Context: an optimization exercise on an open-source flow, tuned for small area, a short achievable clock period and few clock cycles. The choices shown serve that exercise and are no tape-out recipe. Function was checked by simulation only, so behaviour that the tests miss may differ from the original. Power is estimated from default activity; no workload was simulated.

==> flow/design.v <==
module decode (
	input  [31:0] memory,
	output [5:0]  opcode, funct,
	output [4:0]  rs, rt, rd, shamt,
	output [15:0] imm,
	output        is_r, is_li, is_lw, is_sw, is_beq, is_j, is_halt,
	output        is_mul, is_div, is_mf
);
	assign opcode = memory[31:26];
	assign funct  = memory[5:0];
	assign rs     = memory[25:21];
	assign rt     = memory[20:16];
	assign rd     = memory[15:11];
	assign shamt  = memory[10:6];
	assign imm    = memory[15:0];
	assign is_r    = (opcode == 6'h00);
	assign is_li   = (opcode == 6'h0F);
	assign is_lw   = (opcode == 6'h23);
	assign is_sw   = (opcode == 6'h2B);
	assign is_beq  = (opcode == 6'h04);
	assign is_j    = (opcode == 6'h02);
	assign is_halt = !(is_r | is_li | is_lw | is_sw | is_beq | is_j);
	assign is_mul = is_r && (funct == 6'h18);
	assign is_div = is_r && (funct == 6'h1A);
	assign is_mf  = is_r && (funct == 6'h10 || funct == 6'h12);
endmodule
module radd (
	input  [31:0] x, y,
	input         cin,
	output [32:0] s
);
	wire [32:0] c;
	assign c[0] = cin;
	genvar j;
	generate
		for (j = 0; j < 32; j = j + 1) begin : g_bit
			assign s[j]   = x[j] ^ y[j] ^ c[j];
			assign c[j+1] = (x[j] & y[j]) | (c[j] & (x[j] ^ y[j]));
		end
	endgenerate
	assign s[32] = c[32];
endmodule
module alu (
	input  [31:0] a, b,
	input  [4:0]  shamt,
	input  [5:0]  funct,
	input  [31:0] hi, lo,
	output reg [31:0] out,
	output        eq
);
	wire        sub = funct[1];
	wire [32:0] sum;
	radd add (a, b ^ {32{sub}}, sub, sum);
	wire [31:0] x = a ^ b;
	assign eq = ~|x;
	wire        left = ~funct[1];
	reg  [31:0] ra, rr;
	wire [31:0] sr = (left ? ra : a) >> shamt;
	integer k;
	always @(*) begin
		for (k = 0; k < 32; k = k + 1) begin
			ra[k] = a[31-k];
			rr[k] = sr[31-k];
		end
	end
	always @(*) begin
		case (funct)
			6'h00: out = rr;
			6'h02: out = sr;
			6'h03: out = sr;
			6'h10: out = hi;
			6'h12: out = lo;
			6'h20: out = sum[31:0];
			6'h22: out = sum[31:0];
			6'h24: out = a & b;
			6'h25: out = a | b;
			6'h26: out = x;
			6'h27: out = ~(a | b);
			6'h2A: out = {31'b0, ~sum[32]};
			default: out = 32'b0;
		endcase
	end
endmodule
module muldiv (
	input             clk,
	input             rst,
	input             start_mul,
	input             start_div,
	input      [31:0] a, b,
	output            busy,
	output            busy_next,
	output reg [31:0] hi, lo
);
	reg [31:0] m;         
	reg        q32;       
	reg        op_div;
	reg [3:0]  cnt;       
	assign busy      = (cnt != 4'd0);
	assign busy_next = start_mul || start_div || (cnt > 4'd1);
	wire [32:0] s0, s1, s2, s3;
	radd m0 (hi,        m & {32{lo[0]}}, 1'b0, s0);
	radd m1 (s0[32:1],  m & {32{lo[1]}}, 1'b0, s1);
	radd m2 (s1[32:1],  m & {32{lo[2]}}, 1'b0, s2);
	radd m3 (s2[32:1],  m & {32{lo[3]}}, 1'b0, s3);
	wire [31:0] mh = s3[32:1];
	wire [31:0] ml = {s3[0], s2[0], s1[0], s0[0], lo[31:4]};
	wire [31:0] x0 = {hi[30:0], q32};
	wire [32:0] d0;
	radd v0 (x0, m, 1'b1, d0);
	wire        t0 = d0[32] | hi[31];
	wire [31:0] r0 = t0 ? d0[31:0] : x0;
	wire [31:0] x1 = {r0[30:0], lo[31]};
	wire [32:0] d1;
	radd v1 (x1, m, 1'b1, d1);
	wire        t1 = d1[32] | r0[31];
	wire [31:0] r1 = t1 ? d1[31:0] : x1;
	wire [31:0] x2 = {r1[30:0], lo[30]};
	wire [32:0] d2;
	radd v2 (x2, m, 1'b1, d2);
	wire        t2 = d2[32] | r1[31];
	wire [31:0] r2 = t2 ? d2[31:0] : x2;
	always @(posedge clk) begin
		if (rst) begin
			cnt <= 4'd0;
		end else if (start_mul) begin
			m      <= a;
			hi     <= 32'd0;
			lo     <= b;
			op_div <= 1'b0;
			cnt    <= 4'd8;
		end else if (start_div) begin
			m      <= ~b;
			hi     <= 32'd0;
			q32    <= 1'b0;
			lo     <= a;
			op_div <= 1'b1;
			cnt    <= 4'd11;
		end else if (busy) begin
			cnt <= cnt - 4'd1;
			if (op_div) begin
				hi  <= r2;
				q32 <= lo[29];
				lo  <= {lo[28:0], t0, t1, t2};
			end else begin
				hi <= mh;
				lo <= ml;
			end
		end
	end
endmodule
module cpu (clk, rst, imem_addr, imem_data, dmem_addr, dmem_re, dmem_wdata, dmem_we, dmem_rdata);
	input clk;
	input rst;
	output [15:0] imem_addr;
	input [31:0] imem_data;
	output [11:0] dmem_addr;
	output dmem_re;
	output [31:0] dmem_wdata;
	output dmem_we;
	input [31:0] dmem_rdata;
	reg [31:0] registers [31:0];
	reg [15:0] programCounter;
	reg [31:0] ir;            
	reg        valid;         
	wire [5:0] f_op   = imem_data[31:26];
	wire       f_jump = (f_op == 6'h02) ||
	                    (f_op == 6'h04 && imem_data[25:21] == imem_data[20:16]);
	wire       f_halt = !(f_op == 6'h00 || f_op == 6'h0F || f_op == 6'h23 ||
	                      f_op == 6'h2B || f_op == 6'h04 || f_op == 6'h02);
	wire       f_mf   = (f_op == 6'h00) && (imem_data[5:0] == 6'h10 || imem_data[5:0] == 6'h12);
	wire [5:0] opcode, funct;
	wire [4:0] rs, rt, rd, shamt;
	wire [15:0] imm;
	wire is_r, is_li, is_lw, is_sw, is_beq, is_j, is_halt, is_mul, is_div, is_mf;
	decode decode (ir, opcode, funct, rs, rt, rd, shamt, imm,
		is_r, is_li, is_lw, is_sw, is_beq, is_j, is_halt, is_mul, is_div, is_mf);
	wire [31:0] a = registers[rs];
	wire [31:0] b = registers[rt];
	wire [31:0] hi, lo, out;
	wire        eq;
	wire        md_busy, md_busy_next;
	alu alu (a, b, shamt, funct, hi, lo, out, eq);
	muldiv md (clk, rst, valid && is_mul, valid && is_div, a, b, md_busy, md_busy_next, hi, lo);
	wire [11:0] eff = a[11:0] + imm[11:0];
	assign imem_addr  = programCounter;
	assign dmem_addr  = eff;
	assign dmem_wdata = b;
	assign dmem_we    = valid && is_sw && !rst;
	assign dmem_re    = valid && is_lw;
	wire redirect = valid && is_beq && (rs != rt) && eq;
	wire hold = f_mf && md_busy_next;
	always @(posedge clk) begin
		ir <= imem_data;
		if (rst) begin
			programCounter <= 16'h0;
			valid <= 1'b0;
		end else begin
			valid <= !redirect && !hold;
			if (redirect)
				programCounter <= imm;
			else if (hold || f_halt)
				programCounter <= programCounter;
			else if (f_jump)
				programCounter <= imem_data[15:0];
			else
				programCounter <= programCounter + 16'h1;
		end
	end
	wire        wen = rst || (valid && ((is_r && !is_mul && !is_div) || is_li || is_lw));
	wire [4:0]  wad = rst ? 5'd0 : is_li ? rs : is_lw ? rt : rd;
	wire [31:0] wda = rst ? 32'd0 : is_lw ? dmem_rdata : is_li ? {16'b0, imm} : out;
	always @(posedge clk)
		if (wen) registers[wad] <= wda;
endmodule
==> flow/run.sh <==
#!/bin/bash
# synth_recipe.tcl (not shown) runs the flow's synth.tcl, then flattens the netlist and writes it again
# the make line also repeats each setting of config.mk as NAME=value (left out here)
make -C /OpenROAD-flow-scripts/flow DESIGN_CONFIG=/design/flow/config.mk WORK_HOME=/design/flow/orfs CLKGATE_MAP_FILE= SYNTH_SCRIPT=/design/flow/synth_recipe.tcl finish
==> flow/config.mk <==
export PLATFORM = sky130hd
export DESIGN_NAME = cpu
export DESIGN_NICKNAME = cpu
export VERILOG_FILES = /design/flow/design.v
export SDC_FILE = /design/flow/constraint.sdc
export NUM_CORES = 4
export LEC_CHECK = 0
export CAP_MARGIN = 20
export CORE_MARGIN = 2
export CORE_UTILIZATION = 40
export SLEW_MARGIN = 20
==> flow/constraint.sdc <==
create_clock -name core_clock -period 110.0 [get_ports {clk}]
set_input_delay 22.0000 -clock core_clock [delete_from_list [all_inputs] [get_ports {clk}]]
set_output_delay 22.0000 -clock core_clock [all_outputs]
set_load 0.01 [all_outputs]
==> results of run 1 <==
-- power by group --
group	leakage, nW	switching (mW)	total, mW	internal, mW
sequential	11.1	0.00397	0.492	0.488
clock	2.06	0.188	0.439	0.251
combinational	14.4	0.0910	0.145	0.0539
-- metal layers --
metal | up-vias | wire [um] | part of all wire (%)
met3 | 589 | 21300 | 8.6
met2 | 2725 | 115000 | 47
met1 | 24700 | 96300 | 39
met4 | 0 | 13600 | 5.5
li1 | 19300 | - | -
met5 | - | 0 | 0
-- worst max-delay path, stage by stage --
cell and delay [ns]:
buf_2 0.25, nor4_1 0.38, clkdlybuf4s50_1 0.60
-- cells by family after synthesis --
| family | synth area share (%) |
|---|---|
| and+or+nand+nor | 6.50 |
| DFF | 50.5 |
| xor gates and xnor gates | 1.01 |
| buffers and inverters | 3.97 |
| AOI/OAI and AO/OA | 8.06 |
| adders and majority gates | 8.75 |
| muxes | 21.2 |
-- area by class of cell --
class | instances | area, sq um | area share, %
timing repair buffer | 294 | 2620 | 3.39
antenna | 2 | 5.00 | 0.00648
tap | 2310 | 2890 | 3.74
clock inverter | 78 | 830 | 1.07
clock buffer | 163 | 3440 | 4.46
sequential | 1175 | 34800 | 45.1
inverter | 219 | 822 | 1.06
multi-input combinational | 3195 | 31800 | 41.2
-- cells in the final DEF, fill, tap and decap left out, drive strengths merged, types with 11 or more instances in the layout --
cell	instances
bufinv	11
clkdlybuf4s50	126
mux2i	606
dfxtp	53
a211oi	23
nand3	125
o22ai	52
inv	224
a221oi	47
edfxtp	1122
clkinv	55
nor4	17
mux4	374
o211ai	42
nor3	44
a21oi	245
ha	83
and2	81
xnor2	68
xor2	11
a31oi	18
and4	11
nand2	280
a22o	12
a22oi	153
and3	20
nor2	293
clkbuf	163
nor2b	16
buf	168
nand4	25
o21ai	152
fa	249
-- flip-flops by register name, indices dropped and copies added, names as in the netlist --
| name | count |
|---|---|
| md.op_div | 1 |
| programCounter | 16 |
| md.cnt | 4 |
| md.hi | 32 |
| registers | 1024 |
| md.m | 32 |
| md.q32 | 1 |
| md.lo | 32 |
| ir | 32 |
| valid | 1 |
-- worst paths after layout --
path | cells after the start | to | slack, ns
setup / recovery | 3 | dmem_we | 64.76
hold / removal | 2 | md.cnt[3] | 0.50
setup reg to reg | 112 | md.hi[13] | 67.77
hold reg to reg | 2 | md.cnt[3] | 0.50
==> metrics.csv, run 1 <==
metric;value;unit
min_from;md.cnt[3];
synth_area_leader_cell;edfxtp_1;
timing_worst_setup_path_type;input pin to output port;
grt_pass1_vias;47000;
tightest_slew;1.20;ns
cp.arrival;23.24;ns
core;171000;sq um
post_cts_buffers;0;
peakVddDrop;0.0000151;V
finalWeightedCongestion;0.997;
cts-root-buf;clkbuf_16;
synth_edf_count;1122;
clock-sinks;1175;
reg2reg_from;md.m[0];
power;1.08;mW
vias;47300;
hold_violations;0;
yosys_warnings;3;
status;timing/DRC/antenna clean;
final_util;45.0;%
synthTopCellsByCount;1122 x edfxtp_1, 606 x mux2i_1, 369 x mux4_2, 292 x nor2_1, 280 x nand2_1;
drive_gt1_share;17.1;%
fin_tns_setup;0;ns
max_freq;0.0221;GHz
required;88.00;ns
cts.clk_slew.worst_paths;0.05;ns
synth_area;68800;sq um
top_usage_layer;met2;
met3_usage;4.81;%
cts_tree;built;
met2_usage;44.4;%
placed_area;72900;sq um
setup_viol;0;
p_per_area;13.9;nW/um^2
cp-start-kind;input pin;
wl_per_cell;33.2;um
grt_pass1_wl;348;mm
final_cells;7436;
drc;0;
period_minus_slack;45.24;ns
io_pins;128;
syn2layout_area_growth;12.2;%
hold_class;register to register;
syn-instance-count;4942;
routed_wl;247;mm
die_h;419;um
synth_area_leaders;edfxtp_1 49%, mux4_2 12%, mux2i_1 8.8%;
die_x;419;um
endpoint_kind;output port;
whs;0.504;ns
synth.net_count;5340;
dpl.cell_count;7191;
drtIter0Drc;6416;
htreeDepth;4;
slew_violations;0;
grt_max_degree;104;
ys.flop_type;edfxtp_1;
netlist.area_leader.share;49.0;%
async_flop_share;0;%
rows;152;
grt_setup_unrepaired;no;
ant_nets;0;
cts-resized-gates;0;
grt_usage;27.8;%
synth.most_common_cell;edfxtp_1;
ys_ff_latch;1175;
dieArea;175000;sq um
leakagePower;27.6;nW
dp_hpwl;157;mm
clk_latency;0.79;ns
synth.distinct_cells;92;
yosysSeqAreaShare;50.5;%
relSlewSlack;17.8;%
start_util;40.2;%
path_max_fanout;17;
dp_slack;64.77;ns
final_nets;5414;
routed_via_density;6.37;
fillers;15100;
port_buffers;127;
drt_pass1_iterations;8;
drv_cap;0;
hold_buffers;0;
clock_path_buffers;3;
critPathLaunch;rst;
grt_overflow;0;
antenna_found_initial;2;
syn_area_per_cell;13.9;sq um
fin_skew;0.0356;ns
cts_made_buffers;131;
finalCritPeriodShare;41.1;%
finalWorstSetupSlack;64.76;ns
grtUsageMet1;36.8;%
finalInstanceArea;77200;sq um
Testbench counts, summed over its fixed seeds: cycles 201,956.
==> run 2, diff against run 1 <==
--- a/flow/design.v
+++ b/flow/design.v
@@ -167,35 +167,68 @@
 	                    (f_op == 6'h04 && imem_data[25:21] == imem_data[20:16]);
 	wire       f_halt = !(f_op == 6'h00 || f_op == 6'h0F || f_op == 6'h23 ||
 	                      f_op == 6'h2B || f_op == 6'h04 || f_op == 6'h02);
-	wire       f_mf   = (f_op == 6'h00) && (imem_data[5:0] == 6'h10 || imem_data[5:0] == 6'h12);
+	wire       f_md   = (f_op == 6'h00) && (imem_data[5:0] == 6'h10 || imem_data[5:0] == 6'h12 ||
+	                                        imem_data[5:0] == 6'h18 || imem_data[5:0] == 6'h1A);
 	wire [5:0] opcode, funct;
 	wire [4:0] rs, rt, rd, shamt;
 	wire [15:0] imm;
 	wire is_r, is_li, is_lw, is_sw, is_beq, is_j, is_halt, is_mul, is_div, is_mf;
 	decode decode (ir, opcode, funct, rs, rt, rd, shamt, imm,
 		is_r, is_li, is_lw, is_sw, is_beq, is_j, is_halt, is_mul, is_div, is_mf);
-	wire [31:0] a = registers[rs];
-	wire [31:0] b = registers[rt];
+	reg  [31:0] sel_a, sel_b;
+	reg  [31:0] a, b;
+	integer n;
+	always @(*) begin
+		a = 32'd0;
+		b = 32'd0;
+		for (n = 0; n < 32; n = n + 1) begin
+			a = a | (registers[n] & {32{sel_a[n]}});
+			b = b | (registers[n] & {32{sel_b[n]}});
+		end
+	end
 	wire [31:0] hi, lo, out;
 	wire        eq;
 	wire        md_busy, md_busy_next;
-	alu alu (a, b, shamt, funct, hi, lo, out, eq);
+	reg        pend_v;
+	reg [4:0]  pend_rd;
+	reg        pend_hi;
+	wire       x_defer  = valid && is_mf && md_busy;
+	wire       x_writes = valid && ((is_r && !is_mul && !is_div && !x_defer) || is_li || is_lw);
+	wire [4:0] x_wad    = is_li ? rs : is_lw ? rt : rd;
+	wire       pend_wr  = pend_v && !md_busy && !x_writes;
+	wire [5:0] alu_funct = pend_wr ? (pend_hi ? 6'h10 : 6'h12) : funct;
+	alu alu (a, b, shamt, alu_funct, hi, lo, out, eq);
 	muldiv md (clk, rst, valid && is_mul, valid && is_div, a, b, md_busy, md_busy_next, hi, lo);
 	wire [11:0] eff = a[11:0] + imm[11:0];
 	assign imem_addr  = programCounter;
 	assign dmem_addr  = eff;
 	assign dmem_wdata = b;
-	assign dmem_we    = valid && is_sw && !rst;
-	assign dmem_re    = valid && is_lw;
+	reg x_sw, x_lw;
+	assign dmem_we    = x_sw && !rst;
+	assign dmem_re    = x_lw;
 	wire redirect = valid && is_beq && (rs != rt) && eq;
-	wire hold = f_mf && md_busy_next;
+	wire       pn_v  = x_defer || (pend_v && !pend_wr && !(x_writes && x_wad == pend_rd));
+	wire [4:0] pn_rd = x_defer ? rd : pend_rd;
+	wire hold = pn_v && (f_md || imem_data[25:21] == pn_rd || imem_data[20:16] == pn_rd);
 	always @(posedge clk) begin
 		ir <= imem_data;
+		sel_a <= 32'd1 << imem_data[25:21];
+		sel_b <= 32'd1 << imem_data[20:16];
 		if (rst) begin
 			programCounter <= 16'h0;
 			valid <= 1'b0;
+			x_sw <= 1'b0;
+			x_lw <= 1'b0;
+			pend_v <= 1'b0;
 		end else begin
+			pend_v <= pn_v;
+			if (x_defer) begin
+				pend_rd <= rd;
+				pend_hi <= !funct[1];
+			end
 			valid <= !redirect && !hold;
+			x_sw  <= !redirect && !hold && (f_op == 6'h2B);
+			x_lw  <= !redirect && !hold && (f_op == 6'h23);
 			if (redirect)
 				programCounter <= imm;
 			else if (hold || f_halt)
@@ -206,9 +239,9 @@
 				programCounter <= programCounter + 16'h1;
 		end
 	end
-	wire        wen = rst || (valid && ((is_r && !is_mul && !is_div) || is_li || is_lw));
-	wire [4:0]  wad = rst ? 5'd0 : is_li ? rs : is_lw ? rt : rd;
-	wire [31:0] wda = rst ? 32'd0 : is_lw ? dmem_rdata : is_li ? {16'b0, imm} : out;
+	wire        wen = rst || x_writes || pend_wr;
+	wire [4:0]  wad = rst ? 5'd0 : x_writes ? x_wad : pend_rd;
+	wire [31:0] wda = rst ? 32'd0 : pend_wr ? out : is_lw ? dmem_rdata : is_li ? {16'b0, imm} : out;
 	always @(posedge clk)
 		if (wen) registers[wad] <= wda;
 endmodule
==> flow/flow/run.sh (new file) <==
#!/bin/bash
# The standard layout, with the port buffers made of buf_1 cells instead of the
# flow's default choice. Everything else is the standard flow unchanged.
set -euo pipefail
export BUFFER_PORTS_ARGS="-buffer_cell sky130_fd_sc_hd__buf_1"
bash standard.sh > standard.log 2>&1
==> flow/standard.sh (new file) <==
#!/bin/bash
# synth_recipe.tcl (not shown) runs the flow's synth.tcl, then flattens the netlist and writes it again
# the make line also repeats each setting of config.mk as NAME=value (left out here)
make -C /OpenROAD-flow-scripts/flow DESIGN_CONFIG=/design/flow/config.mk WORK_HOME=/design/flow/orfs CLKGATE_MAP_FILE= SYNTH_SCRIPT=/design/flow/synth_recipe.tcl "${@:-finish}"
--- a/flow/config.mk
+++ b/flow/config.mk
@@ -8,4 +8,7 @@
 export CAP_MARGIN = 20
 export CORE_MARGIN = 2
 export CORE_UTILIZATION = 40
+export CTS_BUF_LIST = sky130_fd_sc_hd__clkbuf_8
+export CTS_CLUSTER_DIAMETER = 50
+export CTS_CLUSTER_SIZE = 12
 export SLEW_MARGIN = 20
removed: flow/run.sh
==> metrics.csv, run 2 <==
metric;value;unit
ant_nets;0;
p_sw;285;uW
die_h;408;um
final_cells;7579;
dp_slack;65.46;ns
netlist.area_leader.share;51.9;%
clockPowerShare;34.2;%
port_buffers;127;
drive_gt1_share;12.2;%
synth.net_count;5600;
synthTopCellsByCount;1128 x edfxtp_1, 901 x a22oi_1, 302 x nor2_1, 286 x clkbuf_1, 249 x fa_1;
fin_tns_setup;0;ns
yosys_warnings;3;
hold_class;register to register;
antenna_found_initial;14;
grt_pass1_wl;425;mm
largest_register_ffs;1024;
finalWeightedCongestion;1.01;
max_freq;0.0225;GHz
cts.clk_slew.worst_paths;0.07;ns
synth_compound_area_share;17.6;%
synth_edf_count;1128;
clock-sinks;1248;
slew_violations;0;
switching_share;28.4;%
regMostFlops;registers;
drtIter0Drc;11300;
status;timing/DRC/antenna clean;
dp_hpwl;185;mm
synth.distinct_cells;91;
hold_violations;0;
period_minus_slack;44.52;ns
finalCritPeriodShare;40.5;%
grt_overflow;0;
cts-resized-gates;0;
syn2layout_area_growth;10.8;%
cts_tree;built;
ys_ff_latch;1248;
finalInstanceArea;72300;sq um
synthAdderAreaFrac;9.22;%
synth_top_family_by_area;compound AO/OA/AOI/OAI gates;
io_pins;128;
setup_viol;0;
pwr-share-seq;52.1;%
fin_skew;0.0801;ns
drv_cap;0;
syn-instance-count;5202;
yosysSeqAreaShare;55.6;%
internal-power;716;uW
synth_simple_gate_area_share;8.62;%
rows;148;
wl_per_cell;41.4;um
async_flop_share;0;%
dpl.cell_count;7332;
p_per_area;13.8;nW/um^2
finalWorstSetupSlack;65.48;ns
final_nets;5705;
routed_via_density;7.28;
grt_max_degree;96;
syn_area_per_cell;12.6;sq um
clock_path_buffers;3;
synth_xor_area_share;1.30;%
cts_made_buffers;147;
synth_area;65300;sq um
post_cts_buffers;0;
synth_area_leader_cell;edfxtp_1;
final_common_cell;edfxtp_1;
whs;0.506;ns
tightest_slew;1.33;ns
endpoint_kind;output port;
required;88.00;ns
grt_setup_unrepaired;no;
cp.arrival;22.52;ns
hold_buffers;0;
drt_pass1_iterations;9;
grt_usage;36.6;%
cts-root-buf;clkbuf_8;
leakagePower;24.5;nW
placed_area;69400;sq um
dieArea;166000;sq um
grt_pass1_vias;52400;
synth_mux_area_share;4.03;%
drc;0;
ys.flop_type;edfxtp_1;
relSlewSlack;11.6;%
routed_wl;314;mm
vias;55200;
final_cell_mix;1128 x edfxtp_1, 901 x a22oi_1, 263 x nor2_1;
die_x;408;um
htreeDepth;4;
clk_latency;0.95;ns
path_max_fanout;16;
synth.most_common_cell;edfxtp_1;
core;162000;sq um
cp-start-kind;input pin;
peakVddDrop;0.0000129;V
timing_worst_setup_path_type;input pin to output port;
power_frac_comb;13.7;%
start_util;40.2;%
synth_area_leaders;edfxtp_1 52%, a22oi_1 10%, fa_1 7.6%;
[run 2: path summary, 6_finish.rpt]
kind / start / to / slack (ns) / depth (start not counted)
setup / recovery: rst / dmem_we / 65.48 / 3
hold reg to reg: programCounter[15] / programCounter[15] / 0.51 / 2
setup reg to reg: md.m[0] / md.hi[15] / 67.02 / 111
hold / removal: programCounter[15] / programCounter[15] / 0.51 / 2
[run 2: metal layers]
metal  share of wire (%)  GRT usage [%]  up-vias
met3                  17           16.2     1716
met2                  41           52.1     5974
li1                    -              -    20600
met5               0.081           1.06        -
met4                 9.2           25.5       14
met1                  33           44.3    26900
[run 2: worst max-delay path: stages]
cell and delay [ns]:
clkbuf_4 0.22, nor2b_1 0.14, buf_1 0.15
[run 2: through the flow]
step	utilization, %	power, mW
global placement	42.7	0.660
floorplan	-	0.601
finish	44.5	1.00
CTS	44.5	0.992
global route	44.5	1.02
detailed placement	42.7	0.661
[run 2: cell families (layout without fill, tap and decap cells)]
| logic type | count (synthesis) | count (layout) |
|---|---|---|
| buffers and inverters | 611 | 798 |
| muxes | 219 | 219 |
| AOI/OAI and AO/OA | 1578 | 1578 |
| and+or+nand+nor | 1117 | 1117 |
| DFF | 1248 | 1248 |
| xor gates and xnor gates | 97 | 97 |
| adders and majority gates | 332 | 332 |
| other | 0 | 15 |
[run 2: power by group through the flow]
stage	clock network [mW]	logic [mW]	registers, mW
after CTS	0.341	0.130	0.521
after detailed placement	0	0.129	0.532
after global placement	0	0.128	0.532
after floorplan	0	0.0719	0.529
after global routing	0.359	0.141	0.521
final	0.342	0.137	0.522
[run 2: area by class of cell]
class / instances / area (sq um)
fillers: 14800 / 90100
flip-flops and latches: 1248 / 36400
multi-input cells: 3343 / 27400
well taps: 2175 / 2720
repair buffers: 345 / 2140
clock buffers: 150 / 2060
inverters: 222 / 833
clock inverters: 81 / 803
diodes: 15 / 37.5
Testbench counts of run 2, summed over its fixed seeds: cycles 195,458.
==> run 3, diff against run 2 <==
--- a/flow/design.v
+++ b/flow/design.v
@@ -209,7 +209,10 @@
 	wire redirect = valid && is_beq && (rs != rt) && eq;
 	wire       pn_v  = x_defer || (pend_v && !pend_wr && !(x_writes && x_wad == pend_rd));
 	wire [4:0] pn_rd = x_defer ? rd : pend_rd;
-	wire hold = pn_v && (f_md || imem_data[25:21] == pn_rd || imem_data[20:16] == pn_rd);
+	wire f_start = (imem_data[5:0] == 6'h18 || imem_data[5:0] == 6'h1A);
+	wire f_rs = (f_op == 6'h00) || (f_op == 6'h23) || (f_op == 6'h2B) || (f_op == 6'h04);
+	wire f_rt = (f_op == 6'h00) || (f_op == 6'h2B) || (f_op == 6'h04);
+	wire hold = pn_v && ((f_md && (!f_start || md_busy_next)) || (f_rs && imem_data[25:21] == pn_rd) || (f_rt && imem_data[20:16] == pn_rd));
 	always @(posedge clk) begin
 		ir <= imem_data;
 		sel_a <= 32'd1 << imem_data[25:21];
==> metrics.csv, run 3 <==
metric;value;unit
dp_hpwl;187;mm
routed_via_density;7.33;
hold_class;register to register;
required;88.00;ns
syn_area_per_cell;12.4;sq um
grt_usage;36.8;%
setup_viol;0;
largest_register_ffs;1024;
cp.arrival;22.57;ns
grt_max_degree;93;
power_frac_comb;14.0;%
post_cts_buffers;0;
synth.distinct_cells;85;
tightest_slew;1.31;ns
grt_pass1_wl;428;mm
ys_ff_latch;1248;
finalCritPeriodShare;40.5;%
syn2layout_area_growth;10.6;%
timing_worst_setup_path_type;input pin to output port;
htreeDepth;4;
cts.clk_slew.worst_paths;0.07;ns
clk_latency;0.99;ns
drc;0;
fin_skew;0.100;ns
wl_per_cell;41.5;um
fillers;14800;
final_cell_mix;1128 x edfxtp_1, 907 x a22oi_1, 276 x nor2_1;
grt_pass1_vias;52900;
period_minus_slack;44.57;ns
routed_wl;317;mm
cts-root-buf;clkbuf_8;
die_x;409;um
peakVddDrop;0.0000132;V
synth_edf_count;1128;
switching_share;29.0;%
yosys_warnings;3;
clockPowerShare;33.4;%
vias;56000;
slew_violations;0;
io_pins;128;
finalWeightedCongestion;0.994;
path_max_fanout;14;
start_util;40.2;%
status;timing/DRC/antenna clean;
p_per_area;13.7;nW/um^2
final_common_cell;edfxtp_1;
synth_area_leaders;edfxtp_1 52%, a22oi_1 10%, fa_1 7.6%;
drv_cap;0;
synthTopCellsByCount;1128 x edfxtp_1, 907 x a22oi_1, 332 x clkbuf_1, 313 x nor2_1, 268 x nand2_1;
internal-power;705;uW
dieArea;167000;sq um
synth.most_common_cell;edfxtp_1;
pwr-share-seq;52.5;%
regMostFlops;registers;
ant_nets;0;
cp-start-kind;input pin;
leakagePower;24.4;nW
async_flop_share;0;%
grt_overflow;0;
rows;148;
antenna_found_initial;10;
core;163000;sq um
drtIter0Drc;12200;
endpoint_kind;output port;
relSlewSlack;12.6;%
die_h;409;um
synth_area;65500;sq um
synth.net_count;5676;
whs;0.542;ns
hold_violations;0;
drive_gt1_share;11.7;%
clock_path_buffers;3;
cts-resized-gates;0;
cts_made_buffers;143;
port_buffers;127;
hold_buffers;0;
cts_tree;built;
grt_setup_unrepaired;no;
p_sw;288;uW
syn-instance-count;5278;
clock-sinks;1248;
max_freq;0.0224;GHz
final_nets;5771;
yosysSeqAreaShare;55.4;%
ys.flop_type;edfxtp_1;
fin_tns_setup;0;ns
synth_area_leader_cell;edfxtp_1;
drt_pass1_iterations;12;
netlist.area_leader.share;51.7;%
==> run 3: cell count changes in the layout (fill, tap and decap cells not counted), moves of 12 or more <==
cell / previous run / this run
nand2_1: 226 / 267
a21oi_1: 171 / 194
xor2_1: 35 / 15
xnor2_1: 62 / 81
mux2i_1: 175 / 157
nor3_1: 27 / 42
nor2_1: 263 / 276
o211ai_1: 52 / 64
==> run 3: per-stage QoR <==
stage	power [mW]	cell area, sq um	util, %	setup slack (ns)	std cells
final	0.993	72400	44.5	65.43	7643
after global routing	1.01	72400	44.5	65.38	7635
after CTS	0.984	72400	44.5	65.43	7632
after detailed placement	0.664	69600	42.8	65.43	7403
after global placement	0.663	69600	42.8	65.41	7403
after floorplan	0.601	65500	-	65.35	5278
==> run 3: power groups by stage <==
stage	clock [mW]	combinational, mW	sequential [mW]
after floorplan	0	0.0722	0.529
after global placement	0	0.131	0.532
after detailed placement	0	0.132	0.532
after CTS	0.331	0.132	0.521
after global routing	0.349	0.143	0.522
final	0.332	0.139	0.522
==> run 3: critical path, stage by stage <==
cell and delay [ns]:
clkbuf_4 0.24, nor2b_1 0.16, buf_1 0.16
==> run 3: per-layer routing <==
metal  track usage (%)  up-vias  part of all wire, %
li1                  -    20900                    -
met1              45.9    27500                   34
met2              52.2     6010                   41
met3              16.2     1602                   17
met4              22.7       12                  8.1
met5             0.690        -                0.077
==> run 3: path summary, 6_finish.rpt <==
| path | startpoint | to | slack (ns) | cells after the start |
|---|---|---|---|---|
| min | md.cnt[3] | md.cnt[3] | 0.54 | 2 |
| max reg2reg | md.m[0] | md.hi[30] | 67.49 | 109 |
| min reg2reg | md.cnt[3] | md.cnt[3] | 0.54 | 2 |
| max | rst | dmem_we | 65.43 | 3 |
==> run 3: cell type report <==
| cell class | count | area, sq um | area share [%] |
|---|---|---|---|
| flip-flops and latches | 1248 | 36400 | 50.2 |
| multi-input cells | 3420 | 27700 | 38.2 |
| clock inverters | 81 | 723 | 0.998 |
| diodes | 11 | 27.5 | 0.0380 |
| inverters | 225 | 845 | 1.17 |
| repair buffers | 335 | 2050 | 2.84 |
| well taps | 2175 | 2720 | 3.76 |
| clock buffers | 148 | 2040 | 2.81 |
==> run 3: kinds of logic (layout without fill, tap and decap cells) <==
kind of cell	after synthesis	after routing	synth area share [%]
AOI/OAI and AO/OA	1582	1582	17.5
DFF	1248	1248	55.4
and+or+nand+nor	1203	1203	9.20
buffers and inverters	610	789	3.55
adders and majority gates	332	332	9.19
muxes	207	207	3.91
xor gates and xnor gates	96	96	1.28
other	0	11	0
Testbench counts of run 3, summed over its fixed seeds: cycles 193,959.

==> static timing again, ports no longer ideal <==
How much do the figures lean on ideal ports? The routed layouts below were timed once more, with nothing changed but the port constraints. Step 1 sets driving cells, clkbuf_16 on the clock port and buf_2 on the other inputs (assumed; they add their load-dependent delay and slew). Step 2 moves the port delays by t, midway between the first and last clock arrival at a register: inputs arrive t later, outputs are due t later. That takes back most of the time a late clock gives input paths. Slacks: ideal / step 1 / step 2; pairs: ideal / step 1.
| run | shift t [ns] | slack for setup (ns) | worst setup path after step 2 | worst slew at a driven data input, ns | cell pins on the clock port's net |
|---|---|---|---|---|---|
| run 1 | 0.855 | 64.761 / 64.737 / 64.737 | input to output | 0.11 | 1 |
| run 2 | 0.986 | 65.481 / 65.461 / 65.461 | input to output | 0.26 | 1 |
| run 3 | 1.014 | 65.429 / 65.405 / 65.405 | input to output | 0.08 | 1 |
After both steps setup and hold are still met in every run listed.
